Source: an optimization exercise on an open RTL-to-GDS flow (aim: small area and a short achievable clock period). Production flows keep margins and buffers that such runs may drop. The RTL was checked by simulation tests, not by an equivalence proof against the original design.

Design alu_top, start of the top module:
module alu_top(clk, A, B, opcode, OUT);
input clk;
input [31:0] A, B;
input [4:0] opcode;
output [63:0] OUT;
reg [31:0] a_r, b_r;
reg [4:0] op_r;
reg [63:0] out_r;
wire [63:0] alu_out;
ALU u_alu(.A(a_r), .B(b_r), .opcode(op_r), .OUT(alu_out));
always @(posedge clk) begin
  a_r <= A;
  b_r <= B;
  op_r <= opcode;
  out_r <= alu_out;
end
assign OUT = out_r;
endmodule
Size: roughly 130 flip-flops, roughly 130 I/O pins.
==> flow/config.mk <==
export PLATFORM = sky130hd
export DESIGN_NAME = alu_top
export DESIGN_NICKNAME = alu_top
export VERILOG_FILES = /design/flow/design.v
export SDC_FILE = /design/flow/constraint.sdc
export NUM_CORES = 4
export LEC_CHECK = 0
export CAP_MARGIN = 20
export CORE_MARGIN = 2
export CORE_UTILIZATION = 70
export PLACE_DENSITY = 0.8
export SLEW_MARGIN = 20
export SYNTH_HIERARCHICAL = 1
export SYNTH_MINIMUM_KEEP_SIZE = 0
==> flow/constraint.sdc <==
create_clock -name core_clock -period 28.0 [get_ports {clk}]
set_input_delay 5.6000 -clock core_clock [delete_from_list [all_inputs] [get_ports {clk}]]
set_output_delay 5.6000 -clock core_clock [all_outputs]
set_load 0.01 [all_outputs]
standard.sh (not shown) runs the stock make flow with config.mk's settings and CLKGATE_MAP_FILE= SYNTH_SCRIPT=/design/flow/synth_recipe.tcl, a recipe that flattens the netlist after the stock synthesis.
==> flow/flow/run.sh <==
#!/bin/bash
# Own flow: the standard layout (standard.sh, unchanged synthesis), with
# repair_timing kept to a setup margin so it shortens the critical path, and
# plain buf_1 port buffers instead of the delay-cell buffers buffer_ports picks.
# The SDC is not changed.
set -euo pipefail
bash standard.sh SETUP_SLACK_MARGIN=19.5 "BUFFER_PORTS_ARGS=-buffer_cell sky130_fd_sc_hd__buf_1" finish > flow_standard.log 2>&1
Then changed:
--- a/flow/design.v
+++ b/flow/design.v
@@ -841,23 +841,18 @@
 assign s1[19] = fp[19] ^ (pg1459 | pp1460);
 assign s1[20] = fp[20] ^ (pg1365 | pp1366);
 assign s1[21] = fp[21] ^ (pg1461 | pp1462);
 assign s1[22] = fp[22] ^ (pg1367 | pp1368);
 assign s1[23] = fp[23] ^ (pg1463 | pp1464);
 endmodule
-module omux(f, p47, r24, a, b, c, y);
+module omux(f, p47, r24, a, b, y);
 input f, p47, r24;
-input [7:0] a, b, c;
+input [7:0] a, b;
 output [7:0] y;
 wire s = f ? p47 : r24;
-assign y = ~(s ? a : b) | c;
-endmodule
-module ao3n(a1, b1, a2, b2, a3, b3, y);
-input a1, b1, a2, b2, a3, b3;
-output y;
-assign y = ~((a1 & b1) | (a2 & b2) | (a3 & b3));
+assign y = s ? a : b;
 endmodule
 module fa1(b, c, s, co);
 input b, c;
 output s, co;
 assign s = ~(b ^ c);
 assign co = b | c;
@@ -1559,27 +1554,25 @@
 wire p47 = prod[47];
 wire s_m = sa ^ sb;
 wire c_add = is_fas & ~eff_sub;
 wire c_sub = is_fas & eff_sub;
 wire s_lo = (eff_sub & ~is_fps) ? sb : sa;
 wire [31:0] pl = (prod[31:0] & {32{sel_p}}) | lg | {31'b0, is_neg & (A == 32'b0)};
-wire [31:0] hn, ln;    
-wire [23:1] nprod = ~prod[23:1];
-genvar m;
-generate for (m = 0; m < 23; m = m + 1) begin : fsig
-  ao3n uh(.a1(prod[m+1]), .b1(c_add), .a2(prod1[m+1]), .b2(c_sub), .a3(prod[m+24]), .b3(is_fpm), .y(hn[m]));
-  ao3n ul(.a1(prod[m]), .b1(c_add), .a2(nprod[m+1]), .b2(c_sub), .a3(m == 0 ? 1'b0 : prod[m+23]), .b3(is_fpm), .y(ln[m]));
-end endgenerate
-assign hn[30:23] = ~((ec1 & {8{is_fas}}) | (em1 & {8{is_fpm}}));
-assign ln[30:23] = ~(((eff_sub ? ec1 : ec) & {8{is_fas}}) | (em & {8{is_fpm}}));
-assign hn[31] = ~((is_fas & sa) | (is_fpm & s_m));
-assign ln[31] = ~((is_fas & s_lo) | (is_fpm & s_m));
-omux uo0(.f(is_fpm), .p47(p47), .r24(r24), .a(hn[7:0]), .b(ln[7:0]), .c(pl[7:0]), .y(OUT[7:0]));
-omux uo1(.f(is_fpm), .p47(p47), .r24(r24), .a(hn[15:8]), .b(ln[15:8]), .c(pl[15:8]), .y(OUT[15:8]));
-omux uo2(.f(is_fpm), .p47(p47), .r24(r24), .a(hn[23:16]), .b(ln[23:16]), .c(pl[23:16]), .y(OUT[23:16]));
-omux uo3(.f(is_fpm), .p47(p47), .r24(r24), .a(hn[31:24]), .b(ln[31:24]), .c(pl[31:24]), .y(OUT[31:24]));
+wire [31:0] hi, lo;
+assign hi[22:0] = pl[22:0] | (prod[23:1] & {23{c_add}}) | (prod1[23:1] & {23{c_sub}}) |
+                  (prod[46:24] & {23{is_fpm}});
+assign lo[22:0] = pl[22:0] | (prod[22:0] & {23{c_add}}) | (~prod[23:1] & {23{c_sub}}) |
+                  ({prod[45:24], 1'b0} & {23{is_fpm}});
+assign hi[30:23] = pl[30:23] | (ec1 & {8{is_fas}}) | (em1 & {8{is_fpm}});
+assign lo[30:23] = pl[30:23] | ((eff_sub ? ec1 : ec) & {8{is_fas}}) | (em & {8{is_fpm}});
+assign hi[31] = pl[31] | (is_fas & sa) | (is_fpm & s_m);
+assign lo[31] = pl[31] | (is_fas & s_lo) | (is_fpm & s_m);
+omux uo0(.f(is_fpm), .p47(p47), .r24(r24), .a(hi[7:0]), .b(lo[7:0]), .y(OUT[7:0]));
+omux uo1(.f(is_fpm), .p47(p47), .r24(r24), .a(hi[15:8]), .b(lo[15:8]), .y(OUT[15:8]));
+omux uo2(.f(is_fpm), .p47(p47), .r24(r24), .a(hi[23:16]), .b(lo[23:16]), .y(OUT[23:16]));
+omux uo3(.f(is_fpm), .p47(p47), .r24(r24), .a(hi[31:24]), .b(lo[31:24]), .y(OUT[31:24]));
 reg [3:0] tt;
 always @(*) begin
   case (opcode)
     5'd8:  tt = 4'b1000;
     5'd9:  tt = 4'b1110;
     5'd10: tt = 4'b0110;
Result:
- synthesized area climbs by 0.32%
- setup slack gets worse by 0.085 ns
- first-iteration DRC count shrinks by 0.87%
- routed wire length came out higher by 1.8%
- cell area climbs by about 1.2%
- fmax came out lower by about 1%
- via count is about the same

what the ideal ports hide:
How much do the figures lean on ideal ports? The routed layouts below were timed once more, with nothing changed but the port constraints. Step 1 assumes that a clkbuf_16 drives the clock port and a buf_2 every other input. Step 2, shift: input delay + t, output delay - t, t = (earliest + latest rising clock arrival at the registers) / 2. This alone moves slack from input paths to output paths. a / b / c = ideal / step 1 / step 2; a / b = the first two.
run	shift t [ns]	slack for setup (ns)	hold slack, ns	worst register clock-pin slew, ns
the first run	0.515	19.529 / 19.529 / 19.529	0.941 / 0.941 / 0.941	0.07 / 0.07
the second run	0.567	19.444 / 19.444 / 19.444	0.894 / 0.894 / 0.894	0.08 / 0.08
After both steps setup and hold are still met in every run listed.
